What follows belongs to an exercise in optimizing a design on an open flow for small area; a production flow would make more cautious choices. Function was checked by simulation only, so behaviour that the tests miss may differ from the original. No activity file was given, so power comes from the tool's default toggle rates.

**flow/design.v**
```verilog
`timescale 1ns / 1ps
module ascii_rom(
  input [7:0] CHAR,    
  input [5:0] POS,     
  output PIXEL        
  );
  logic [59:0] rom [0:94];  
  initial begin
    $readmemh("ascii.mem", rom, 0, 94);
  end
  logic out;
  assign PIXEL = out;
  always_comb begin
    if (CHAR < 32 || CHAR > 126) begin
      out = 0;
    end
    else begin
      if (POS > 59) begin
        out = 0;
      end
      else begin
        out = rom[CHAR-32][POS];
      end
    end
  end
endmodule
`timescale 1ns / 1ps
module ram256_8_13x6(
    input CLK_50MHz,
    input RESET,
    input WE,            
    input [6:0] WA,     
    input [6:0] RA,     
    input [7:0] WD,      
    output [7:0] RD    
    );
    logic [7:0] r_memory [92:0];   
    integer i;
    always_ff @(posedge CLK_50MHz) begin
        if (RESET) begin
            for (i = 0; i < 93; i++) begin
                r_memory[i] <= 32;
            end
        end
        else if (WE) begin
            r_memory[WA] <= WD;
        end
    end
    assign RD = (RA < 93) ? r_memory[RA] : 8'd0;
endmodule
`timescale 1ns / 1ps
module text_driver_80x60 (
  input CLK_50MHz,
  input RESET,
  input [7:0] CHAR,
  input WE,
  output [12:0] DISP_ADDR,  
  output [7:0] DISP_DATA,
  output DISP_WE
  );
  logic [12:0] addr;
  logic [7:0] data;
  logic send;
  logic s_reset;
  logic [6:0] write_cursor;
  logic [3:0] write_col;  
  logic [2:0] write_row;  
  logic [7:0] write_char;
  logic write_en;
  logic [6:0] read_cursor;
  logic [3:0] read_col;  
  logic [2:0] read_row;  
  logic [7:0] read_char;
  logic [5:0] pos;
  logic pixel_status;
  logic [6:0] out_col;  
  logic [5:0] out_row;  
  logic [2:0] px_col;  
  logic [3:0] px_row;  
  assign write_cursor = {write_row, write_col};
  assign read_cursor = {read_row, read_col};
  assign DISP_ADDR = addr;
  assign DISP_DATA = data;
  assign DISP_WE = send;
  ram256_8_13x6 char_buffer(.CLK_50MHz(CLK_50MHz), .RESET(s_reset), .WE(write_en), .WA(write_cursor), 
                            .RA(read_cursor), .WD(write_char), .RD(read_char));
  ascii_rom bitmap(.CHAR(read_char), .POS(pos), .PIXEL(pixel_status));
  always_ff @(posedge CLK_50MHz) begin
    if (RESET || CHAR == 127) begin
      s_reset <= 1;
      write_col <= 0;
      write_row <= 0;
      read_col <= 0;
      read_row <= 0;
      out_col <= 0;
      out_row <= 0;
      px_col <= 0;
      px_row <= 0;
      write_char <= 0;
      pos <= 59;
      send <= 0;
    end
    else begin
      s_reset <= 0;
      write_en <= 0;
      if (WE) begin
        write_char <= CHAR;
        write_en <= 1;
        if (write_char == 10) begin
          if (write_row < 5) begin
            write_row <= write_row + 1;
          end
          else begin
            write_row <= 0;
          end
          write_col <= 0;
        end
        else if (write_char == 13) begin
          write_col <= 0;
        end
        else if (write_char == 9) begin
          if (write_col < 11) begin
            write_col <= write_col + 2;
          end
        end
        else if (write_char == 32) begin
          if (write_col < 12) begin
            write_col <= write_col + 1;
          end
        end
        else if (write_char == 8) begin
          if (write_col > 0) begin
            write_col <= write_col - 1;
          end
        end
        else if (write_char >= 32 && write_char <= 126 && write_col < 13 && write_row < 6) begin
          write_col <= write_col + 1;
        end
      end
      if (pixel_status) begin
        data <= 8'h00;
      end
      else begin
        data <= 8'hFF;
      end
      addr <= {out_row+px_row, out_col+px_col};
      send <= 1;
      if (pos > 0) begin
        pos <= pos - 1;
        px_col <= px_col + 1;
        if (px_col >= 5) begin  
          px_row <= px_row + 1;
          px_col <= 0;
          if (px_row >= 9) begin  
            px_row <= 0;
          end
        end
      end
      else begin
        pos <= 59;
        px_col <= 0;
        px_row <= 0;
        read_col <= read_col + 1;
        out_col <= out_col + 6;  
        if (read_col > 12) begin  
          read_row <= read_row + 1;
          out_row <= out_row + 10;  
          read_col <= 0;
          out_col <= 0;
          if (read_row > 5) begin  
            read_row <= 0;
            out_row <= 0;
          end
        end
      end
    end
  end
endmodule
```
**flow/ascii.mem**
```
000000000000000
008208200208000
00a294000000000
01453e53e514000
00021ea1c2bc200
034d08410b2c000
0188207a4918000
004108000000000
004208208204000
008104104108000
028428000000000
00000823e208000
000000000208400
00000001c000000
000000000208000
002084208410000
00001c9aac9c000
00003820823e000
00001c88c43e000
00001c88270289c
00000431493e104
00003e820f020bc
00c420f2289c000
00003e084210410
01c8a272289c000
00001c8a2782118
000008200208000
000008200208400
000004210204000
000000f80f80000
000008102108000
01c882300208000
01c8aedbe81e000
01c8a28be8a2000
03c8a2f228bc000
01c8a082089c000
03c8a28a28bc000
03e820f2083e000
03e820f20820000
01c8a082689e000
0228a2fa28a2000
03e20820823e000
03c104104918000
0228a4e248a2000
02082082083e000
022db6aaa8a2000
022caaaa68a2000
01c8a28a289c000
03c8a28bc820000
01c8a28a2a9c204
03c8a2f248a2000
01e8207020bc000
03e208208208000
0228a28a289c000
0228a2894508000
022aaaaaa514000
0228942148a2000
0228a2508208000
03e08421083e000
00c20820820c000
010408104082000
00c10410410c000
214000000000000
00000000003e000
818000000000000
00001c09e89e000
02082cca28bc000
00001c8a089c000
00209e8a299a000
00001c8be81e000
00621e20823e000
00001e8a299a09c
02083c8a28a2000
00803820823e000
00201e08208289c
020824938922000
03820820823e000
00002afaaaaa000
00002cca28a2000
00001c8a289c000
00002cca28bc820
00001e8a299a082
00003661043c000
00001e81c0bc000
00023e208206000
0000228a299a000
000022894508000
000022aaa514000
00002289c8a2000
000022894508230
00003e10843e000
004208408204000
008208208208000
008104084108000
000010a84000000
```
**flow/run.sh**
```bash
#!/bin/bash
# synth_recipe.tcl (not shown) runs the flow's synth.tcl, then flattens the netlist and writes it again
# the make line also repeats each setting of config.mk as NAME=value (left out here)
make -C /OpenROAD-flow-scripts/flow DESIGN_CONFIG=/design/flow/config.mk WORK_HOME=/design/flow/orfs CLKGATE_MAP_FILE= SYNTH_SCRIPT=/design/flow/synth_recipe.tcl finish
```
**flow/config.mk**
```make
export PLATFORM = sky130hd
export DESIGN_NAME = text_driver_80x60
export DESIGN_NICKNAME = text_driver_80x60
export VERILOG_FILES = /design/flow/design.v
export SDC_FILE = /design/flow/constraint.sdc
export NUM_CORES = 4
export LEC_CHECK = 0
export CAP_MARGIN = 20
export CORE_MARGIN = 2
export CORE_UTILIZATION = 40
export SLEW_MARGIN = 20
export SYNTH_MEMORY_MAX_BITS = 16384
```
**flow/constraint.sdc**
```tcl
create_clock -name core_clock -period 10.0 [get_ports {CLK_50MHz}]
set_input_delay 2.0000 -clock core_clock [delete_from_list [all_inputs] [get_ports {CLK_50MHz}]]
set_output_delay 2.0000 -clock core_clock [all_outputs]
set_load 0.01 [all_outputs]
```
==> results.ini <==
[outcome]
status = no timing/DRC/antenna violations

[placement]
hpwl_um = 94000
placement.io_buffers = 32
place_congestion = 1.06

[clocking]
cts.sinks = 831
holdBufCountCts = 0
clk_latency_ns = 0.69
path_clk_slew_ns = 0.09
clockRootBuffer = clkbuf_16
cts_tree = done
clk_path_buf_depth = 3
cts_resized = 0
h-tree-depth = 3
cts_buffers = 90
post_cts_buffers = 0

[global_routing]
grt_pass1_wl_um = 209000
grt_usage_pct = 25.3
grt_max_degree = 87
grt_overflow = 0
grt_antenna_before_repair = 0
grt_pass1_vias = 29100

[layout]
antenna_cells = 0
post-route-util_pct = 44.0
syn2layout_area_growth_pct = 9.20
drive_gt1_share_pct = 15.0
fin_nets = 3485

[timing]
min_period_ns = 7.72
grt_setup_unrepaired = false
max-slew-margin-rel_pct = 26.9
final-hold-violation-count = 0
tightest_slew_ns = 1.09
fin_skew_ns = 0.0403
finalSetupViolCount = 0
fin_tns_setup_ns = 0
period_share_pct = 77.2
slew_violations = 0
fmax_mhz = 130

[min_path]
holdPathStages = 1
hold_path.class = register to register

[worst_setup_path]
worst_path_max_delay_cell = dfxtp_4
max_stage_delay_ns = 0.90
critPathLaunchType = register
critPathCaptureType = register
path_depth = 18
cp_max_fo = 50
ff2ff_setup_slack_ns = 2.28
critical_path_arrival_ns = 8.17
crit_top_cell = o32ai_1
path_cells = buf_4 > mux4_2 > mux2i_1 > nor2_1 > o32ai_1 > and3_1 > nor2_2 > inv_2 > ha_1 > clkinv_1 > o211ai_1 > a31oi_1 > o32ai_1 > a2111oi_0 > a221oi_1 > o32a_1 > o2111ai_1 > o311a_1
crit_required_ns = 10.45
r2r_cells = 18
path_buf_inv = 3
cp_top_family = compound AO/OA/AOI/OAI gates
path_class = register to register

[floorplan]
start_util_pct = 40.3
die_w_um = 335
fp.coreArea_um2 = 109000
die_h_um = 335
dieArea_um2 = 112000
pin_count = 33
std_cell_rows = 121

[synthesis]
synth_top_family_by_area = simple AND/OR/NAND/NOR gates
syn_inst = 3536
synth-seq-area-share_pct = 55.9
synth_top_area_share_pct = 53.7
synth-simple-area-share_pct = 19.2
synth.avg_cell_area_um2 = 12.4
synthFlopType = edfxtp_1
syn_area_um2 = 43800
synthArstFlopShare_pct = 0
ys_types = 99
synth_fa_ha_area_share_pct = 1.14
synth_xor_area_share_pct = 0.440
yosysWarningCount = 3
synth_edf_count = 783
synth_nets = 3587
synthTopCellsByArea = edfxtp_1 (54%), and2_1 (9.4%), mux4_2 (7.5%), mux2i_1 (2.5%), dfxtp_1 (2.2%)
yosys.area.top_type = edfxtp_1
synth-compound-area-share_pct = 8.29
synthMuxAreaShare_pct = 11.0
synth_seq_cells = 831

[power]
pwr-share-clk_pct = 41.1
ir_drop_v = 0.000125
power.switching_uw = 2030
fin_total_pwr_uw = 8020
power_density_nw_per_um2 = 168
p_sw_share_pct = 25.3
p_leak_uw = 0.0159
seq_power_share_pct = 49.3
p_int_uw = 6000
p_comb_share_pct = 9.5

[routing]
via_count = 29900
drc = 0
post_drt_wl_per_cell_um = 29.1
drtIter0Drc = 3778
drtPass1Iterations = 6
antenna_left = 0
viasPerCell = 6.09
wirelength_um = 143000

[job]
maxCapViolations = 0

==> stage by stage <==
step | cell area, µm² | worst slack, ns | cells | hold WS, ns
detailed placement | 44900 | 2.46 | 4756 | 0.484
global placement | 44900 | 2.47 | 4755 | 0.469
finish | 47800 | 2.28 | 4919 | 0.488
CTS | 47800 | 2.46 | 4919 | 0.500
floorplan | 43800 | 4.51 | 3536 | 0.441
global route | 47800 | 2.06 | 4919 | 0.512
==> state kept, by name, indices dropped and copies added (netlist names), 4 cells and up <==
| signal | count |
|---|---|
| out_col | 6 |
| write_char | 8 |
| px_row | 4 |
| read_col | 4 |
| pos | 6 |
| char_buffer.r_memory | 768 |
| out_row | 5 |
| addr | 13 |
| write_col | 4 |
==> cells in the final DEF (no fill, tap or decap), types with 25 or more instances in the layout <==
master and instances:
ha_1 40, nor2b_1 34, clkdlybuf4s50_1 32, a211oi_1 28, mux4_2 146, mux2i_1 109
or2_2 99, o21ai_0 82, dfxtp_1 35, edfxtp_1 783, nand2_1 159, buf_4 67
clkinv_1 26, clkbuf_16 92, a31oi_1 26, nand3_1 62, nor2_1 244, a21oi_1 110
a22oi_1 27, and2_1 655, mux2_2 25, o211ai_1 29, inv_1 30, nor3_1 29
or3_1 104
==> power by group through the flow <==
stage | sequential [µW] | combinational (µW) | clock, µW
3_3_place_gp | 4030 | 748 | 0
2_1_floorplan | 3990 | 448 | 0
6_report | 3960 | 764 | 3300
3_5_place_dp | 4030 | 729 | 0
4_1_cts | 3960 | 731 | 3340
5_1_grt | 3970 | 781 | 3470
==> metal layers <==
metal | share of wire [%] | wire length, µm | vias to the layer above | GRT usage, %
li1 | - | - | 13000 | -
met1 | 42 | 60500 | 15200 | 35.4
met2 | 45 | 65000 | 1475 | 39.4
met3 | 8.3 | 11900 | 357 | 4.56
met4 | 4.1 | 5920 | 0 | 9.58
met5 | 0 | 0 | - | 0
==> worst reg2reg max path: cells and delay by family, from the launching register on <==
family / cells / cell delay, ns
buf+inv: 3 / 1.41
fa+ha+maj: 1 / 0.73
flops: 1 / 0.90
mux: 2 / 0.69
simple gates: 3 / 1.04
compound gates: 9 / 2.74
==> cells in the mapped netlist (25+ instances only) <==
cell type / count
nor2_1: 246
inv_1: 30
buf_2: 42
a21oi_1: 111
ha_1: 40
a22oi_1: 27
buf_6: 32
o21ai_0: 83
dfxtp_1: 48
nand3_1: 62
nand2_1: 159
mux4_2: 146
o211ai_1: 29
buf_4: 28
mux2i_1: 109
and2_1: 655
or3_1: 104
mux2_2: 25
a31oi_1: 26
or2_2: 99
clkbuf_1: 179
edfxtp_1: 783
a211oi_1: 28
nor3_1: 29
nor2b_1: 34
==> cells by family after synthesis <==
logic type / count (synthesis)
AND/OR/NAND/NOR: 1503
flip-flops: 831
AO/OA/AOI/OAI: 520
buffers and inverters: 335
multiplexers: 285
adder cells (fa/ha/maj): 40
XOR/XNOR: 22
==> final timing paths <==
kind / from / to
max reg2reg: read_col[1]$_SDFFE_PN0P_ / data[6]$_DFFE_PP_
min: px_col[0]$_SDFF_PP0_ / px_col[0]$_SDFF_PP0_
min reg2reg: px_col[0]$_SDFF_PP0_ / px_col[0]$_SDFF_PP0_
max: read_col[1]$_SDFFE_PN0P_ / data[6]$_DFFE_PP_
==> final cells by class <==
cell class	instances	area (µm²)
clock buffers	111	2370
inverters	36	135
multi-input cells	2370	17600
flip-flops and latches	831	24500
repair buffers	105	938
fillers	9886	60900
clock inverters	52	495
well taps	1414	1770

what the ideal ports hide:
How much do the figures lean on ideal ports? The routed layout below was timed once more, with nothing changed but the port constraints.
Step 1 (the two cells are an assumption about what drives the block):
set clk [get_ports {CLK_50MHz}]
set_driving_cell -lib_cell sky130_fd_sc_hd__clkbuf_16 $clk
set_driving_cell -lib_cell sky130_fd_sc_hd__buf_2 [delete_from_list [all_inputs] $clk]
Step 2 adds t to the input delays and takes it off the output delays; t is the mean of the earliest and latest rising clock arrival at the registers after step 1. Input paths then give back, and output paths get back, about the clock's delay inside the block.
a / b / c = no drivers / after step 1 / after step 2; a / b = the first two.
shift t [ns]: 0.741
setup slack, ns: 2.278 / 2.278 / 2.278
hold slack, ns: 0.488 / 0.488 / 0.488
worst setup path after step 2: register to register
After both steps this run still meets setup and hold. For this run, drivers alone change the setup slack by 0.000 ns; drivers and shift together by 0.000 ns.
